This design comes from an exercise in tuning for small area, a short achievable clock period and few clock cycles on the open sky130 flow, not from production work.
In this exercise RTL edits were held to simulation tests only and were not proved equivalent to the original.

job 3597:
==> flow/design.v (excerpt) <==
module LASER (
input CLK,
input RST,
input [3:0] X,
input [3:0] Y,
output reg [3:0] C1X,
output reg [3:0] C1Y,
output reg [3:0] C2X,
output reg [3:0] C2Y,
output reg DONE);
Size in the first run: ~3100 cells after synthesis, ~570 flip-flops, ~0.031 mm^2 of cells after synthesis.
==> flow/config.mk <==
export PLATFORM = sky130hd
export DESIGN_NAME = LASER
export DESIGN_NICKNAME = LASER
export VERILOG_FILES = /design/flow/design.v
export SDC_FILE = /design/flow/constraint.sdc
export NUM_CORES = 4
export LEC_CHECK = 0
export CAP_MARGIN = 20
export CORE_MARGIN = 2
export CORE_UTILIZATION = 40
export SLEW_MARGIN = 20
==> flow/constraint.sdc <==
create_clock -name core_clock -period 12.0 [get_ports {CLK}]
set_input_delay 2.4000 -clock core_clock [delete_from_list [all_inputs] [get_ports {CLK}]]
set_output_delay 2.4000 -clock core_clock [all_outputs]
set_load 0.01 [all_outputs]
standard.sh (not shown) runs the stock make flow with config.mk's settings and CLKGATE_MAP_FILE= SYNTH_SCRIPT=/design/flow/synth_recipe.tcl, a recipe that flattens the netlist after the stock synthesis.
==> flow/flow/run.sh <==
#!/bin/bash
set -euo pipefail
bash standard.sh finish "BUFFER_PORTS_ARGS=-buffer_cell sky130_fd_sc_hd__buf_4" SETUP_SLACK_MARGIN=8.55 "CTS_ARGS=-sink_clustering_enable -repair_clock_nets -sink_clustering_size 28 -sink_clustering_max_diameter 70 -sink_clustering_levels 1" > standard_flow.log 2>&1
Testbench counts of job 3597, summed over its fixed seeds: cycles 44,462.
## Diff of input files: job 591 against job 3597
==> flow/flow/run.sh <==
#!/bin/bash
# The standard layout, with two changes to how it is made:
#  - port buffers of a regular buffer cell (buf_4) instead of the delay cell
#    that buffer_ports picks by default;
#  - repair_timing asked for more setup margin than the 12 ns clock needs,
#    so that it also works on paths that already meet 12 ns.
set -euo pipefail
bash standard.sh finish "BUFFER_PORTS_ARGS=-buffer_cell sky130_fd_sc_hd__buf_4" SETUP_SLACK_MARGIN=8.55 ABC_AREA=1 CTS_CLUSTER_SIZE=28 CTS_CLUSTER_DIAMETER=70 > standard_flow.log 2>&1
[summary]
Job 3597 finished end to end and its layout was clean on timing, DRC and antenna.
Job 591 reached the end of the flow, and the finished layout is clean on the timing, DRC and antenna checks.
Diff job 3597 -> job 591 | layout buffering overhead excluding clock cells | decrease of 0.92 points
Looking only at simple-gate area share of the yosys netlist, and setting everything else aside, the lower value of job 591 and job 3597 goes to job 3597.
For register area, job 3597 and job 591 come out practically identical.
Job 591 vs job 3597: utilization down in job 591
Die area: job 591 vs job 3597 up 6.4%
On average cell area after synthesis: between job 591 and job 3597, it ends up higher for job 3597.
Job 591 ends up with a layout overhead on the synthesized area that is 1.9 points lower than in job 3597.
The run with more routed wire is job 591, not job 3597.

========
LASER again, from the RTL that the note above started with.
Settings: LEC_CHECK=0, CAP_MARGIN=20, CORE_MARGIN=2, CORE_UTILIZATION=40, SLEW_MARGIN=20; clock period 12.0 ns.
==> flow/flow/run.sh <==
#!/bin/bash
# The standard layout, with two changes to how it is made:
#  - port buffers of a regular buffer cell (buf_4) instead of the delay cell
#    that buffer_ports picks by default;
#  - repair_timing asked for more setup margin than the 12 ns clock needs,
#    so that it also works on paths that already meet 12 ns.
set -euo pipefail
bash standard.sh finish "BUFFER_PORTS_ARGS=-buffer_cell sky130_fd_sc_hd__buf_4" SETUP_SLACK_MARGIN=8.4 CTS_CLUSTER_SIZE=28 CTS_CLUSTER_DIAMETER=70 > standard_flow.log 2>&1
Testbench counts at the start, summed over its fixed seeds: cycles 44,462.
Rerun with:
==> flow/run.sh (new file) <==
#!/bin/bash
# synth_recipe.tcl (not shown) runs the flow's synth.tcl, then flattens the netlist and writes it again
# the make line also repeats each setting of config.mk as NAME=value (left out here)
make -C /OpenROAD-flow-scripts/flow DESIGN_CONFIG=/design/flow/config.mk WORK_HOME=/design/flow/orfs CLKGATE_MAP_FILE= SYNTH_SCRIPT=/design/flow/synth_recipe.tcl finish
Settings changed: CTS_CLUSTER_DIAMETER from default to 70, CTS_CLUSTER_SIZE from default to 28.
removed: flow/flow/run.sh
removed: flow/standard.sh
Result: Worst setup slack got worse by 0.50 ns. Clock-buffer cell count rises by 1.
Rerun with:
==> flow/flow/run.sh (new file) <==
#!/bin/bash
# The standard layout, with two changes to how it is made:
#  - port buffers of a regular buffer cell (buf_4) instead of the delay cell
#    that buffer_ports picks by default;
#  - repair_timing asked for more setup margin than the 12 ns clock needs,
#    so that it also works on paths that already meet 12 ns.
set -euo pipefail
bash standard.sh finish "BUFFER_PORTS_ARGS=-buffer_cell sky130_fd_sc_hd__buf_4" SETUP_SLACK_MARGIN=8.55 CTS_CLUSTER_SIZE=28 CTS_CLUSTER_DIAMETER=70 > standard_flow.log 2>&1
==> flow/standard.sh (new file) <==
#!/bin/bash
# synth_recipe.tcl (not shown) runs the flow's synth.tcl, then flattens the netlist and writes it again
# the make line also repeats each setting of config.mk as NAME=value (left out here)
make -C /OpenROAD-flow-scripts/flow DESIGN_CONFIG=/design/flow/config.mk WORK_HOME=/design/flow/orfs CLKGATE_MAP_FILE= SYNTH_SCRIPT=/design/flow/synth_recipe.tcl "${@:-finish}"
Settings changed: CTS_CLUSTER_DIAMETER 70 to default, CTS_CLUSTER_SIZE 28 to default.
removed: flow/run.sh
What happened:
- utilization came out higher by 0.93 points
- wire length increases by 4.2%
- design area went up by 2.1%
- sequential cell count is unchanged

========
Another version of the RTL of LASER (not shown whole).
Size: ~3100 cells after synthesis, about 580 flip-flops, ~27 I/O pins, roughly 31000 sq um of cells after synthesis.
Design LASER, start of the top module:
module LASER (
input CLK,
input RST,
input [3:0] X,
input [3:0] Y,
output reg [3:0] C1X,
output reg [3:0] C1Y,
output reg [3:0] C2X,
output reg [3:0] C2Y,
output reg DONE);
export LEC_CHECK = 0
export CAP_MARGIN = 20
export CORE_MARGIN = 2
export CORE_UTILIZATION = 40
export SLEW_MARGIN = 20
create_clock -name core_clock -period 12.0 [get_ports {CLK}]
==> flow/flow/run.sh <==
#!/bin/bash
# The standard layout, with two changes to how it is made:
#  - port buffers of a regular buffer cell (buf_4) instead of the delay cell
#    that buffer_ports picks by default;
#  - repair_timing asked for more setup margin than the 12 ns clock needs,
#    so that it also works on paths that already meet 12 ns.
set -euo pipefail
bash standard.sh finish "BUFFER_PORTS_ARGS=-buffer_cell sky130_fd_sc_hd__buf_4" SETUP_SLACK_MARGIN=8.7 > standard_flow.log 2>&1
Testbench counts at the start, summed over its fixed seeds: cycles 44,462.
Then changed:
--- a/flow/flow/run.sh
+++ b/flow/flow/run.sh
@@ -6,3 +6,3 @@
 #    so that it also works on paths that already meet 12 ns.
 set -euo pipefail
-bash standard.sh finish "BUFFER_PORTS_ARGS=-buffer_cell sky130_fd_sc_hd__buf_4" SETUP_SLACK_MARGIN=8.7 > standard_flow.log 2>&1
+bash standard.sh finish "BUFFER_PORTS_ARGS=-buffer_cell sky130_fd_sc_hd__buf_4" SETUP_SLACK_MARGIN=8.7 CTS_CLUSTER_SIZE=28 CTS_CLUSTER_DIAMETER=70 > standard_flow.log 2>&1
Result:
- via count barely changes
- design area goes down by 2.2%
- worst hold slack is better by 0.0064 ns
- register-to-register slack loses 0.03 ns
- wire length decreases by 1.0%
- fmax is lower by 0.56%
- cell count fell by 0.57%
- utilization decreases by 1.0 points
- setup slack gets worse by 0.020 ns
- count of clock-buffer cells in the layout drops by 44
- sequential share of layout area went up by 0.75 points
Then changed:
--- a/flow/flow/run.sh
+++ b/flow/flow/run.sh
@@ -6,3 +6,3 @@
 #    so that it also works on paths that already meet 12 ns.
 set -euo pipefail
-bash standard.sh finish "BUFFER_PORTS_ARGS=-buffer_cell sky130_fd_sc_hd__buf_4" SETUP_SLACK_MARGIN=8.7 CTS_CLUSTER_SIZE=28 CTS_CLUSTER_DIAMETER=70 > standard_flow.log 2>&1
+bash standard.sh finish "BUFFER_PORTS_ARGS=-buffer_cell sky130_fd_sc_hd__buf_4" SETUP_SLACK_MARGIN=8.7 ABC_AREA=1 CTS_CLUSTER_SIZE=28 CTS_CLUSTER_DIAMETER=70 > standard_flow.log 2>&1
Via count goes up by 16%. Final area rises by 0.72%. Routed wire length goes up by 8.2%. Utilization drops by 2.3 points. Worst hold slack is about the same.
Then changed:
--- a/flow/flow/run.sh
+++ b/flow/flow/run.sh
@@ -6,3 +6,3 @@
 #    so that it also works on paths that already meet 12 ns.
 set -euo pipefail
-bash standard.sh finish "BUFFER_PORTS_ARGS=-buffer_cell sky130_fd_sc_hd__buf_4" SETUP_SLACK_MARGIN=8.7 ABC_AREA=1 CTS_CLUSTER_SIZE=28 CTS_CLUSTER_DIAMETER=70 > standard_flow.log 2>&1
+bash standard.sh finish "BUFFER_PORTS_ARGS=-buffer_cell sky130_fd_sc_hd__buf_4" SETUP_SLACK_MARGIN=8.7 CTS_CLUSTER_SIZE=32 CTS_CLUSTER_DIAMETER=90 CTS_BUF_DISTANCE=300 > standard_flow.log 2>&1
What happened: The new run finished clean; sequential share of layout area is about the same; first-iteration DRC count goes down by 9.0%; die area goes down by 5.8%; worst hold slack improved by 0.0067 ns; design area goes up by 0.30%; via count goes down by 14%; cell count goes down by 18%.
Then changed:
--- a/flow/flow/run.sh
+++ b/flow/flow/run.sh
@@ -6,3 +6,3 @@
 #    so that it also works on paths that already meet 12 ns.
 set -euo pipefail
-bash standard.sh finish "BUFFER_PORTS_ARGS=-buffer_cell sky130_fd_sc_hd__buf_4" SETUP_SLACK_MARGIN=8.7 CTS_CLUSTER_SIZE=32 CTS_CLUSTER_DIAMETER=90 CTS_BUF_DISTANCE=300 > standard_flow.log 2>&1
+bash standard.sh finish "BUFFER_PORTS_ARGS=-buffer_cell sky130_fd_sc_hd__buf_4" SETUP_SLACK_MARGIN=8.7 CTS_CLUSTER_SIZE=28 CTS_CLUSTER_DIAMETER=70 > standard_flow.log 2>&1
Settings changed: CORE_UTILIZATION 40 to 65.
Outcome:
- maximum frequency goes up by 0.50%
- final area goes down by 2.4%
- global-route usage is higher by 13 points
- final cell count falls by 10%
- area after synthesis is unchanged
- non-clock buffer count fell by 30
- synthesized cell count is unchanged
- utilization climbs by 28 points
- worst setup slack gets better by 0.017 ns

port drivers added, routing unchanged:
In the flow no input, the clock included, has a driving cell. The finished layouts below were timed again as built, in two steps. Step 1 assumes that a clkbuf_16 drives the clock port and a buf_2 every other input. Step 2 moves the port delays by t, midway between the first and last clock arrival at a register: inputs arrive t later, outputs are due t later. That takes back most of the time a late clock gives input paths. a / b / c = no drivers / after step 1 / after step 2; a / b = the first two.
run | t, ns | setup WS [ns] | clock arrival spread, ns | worst data-port slew with drivers (ns)
job 3597 | 0.651 | 8.549 / 8.485 / 8.659 | 0.049 / 0.049 | 0.03
job 591 | 0.656 | 8.532 / 8.472 / 8.757 | 0.045 / 0.044 | 0.06
the first run of note 2 | 0.651 | 8.549 / 8.488 / 8.552 | 0.034 / 0.034 | 0.03
the second run of note 2 | 0.651 | 8.044 / 8.044 / 8.044 | 0.044 / 0.043 | 0.04
the third run of note 2 | 0.651 | 8.549 / 8.485 / 8.659 | 0.049 / 0.049 | 0.03
the first run of note 3 | 0.652 | 8.544 / 8.481 / 8.660 | 0.035 / 0.036 | 0.03
the second run of note 3 | 0.651 | 8.524 / 8.462 / 8.628 | 0.023 / 0.023 | 0.03
the third run of note 3 | 0.662 | 8.567 / 8.497 / 8.831 | 0.056 / 0.056 | 0.07
the fourth run of note 3 | 0.674 | 8.466 / 8.403 / 8.560 | 0.043 / 0.043 | 0.03
the fifth run of note 3 | 0.631 | 8.483 / 8.480 / 8.483 | 0.034 / 0.035 | 0.03
After both steps every run listed still meets setup and hold.
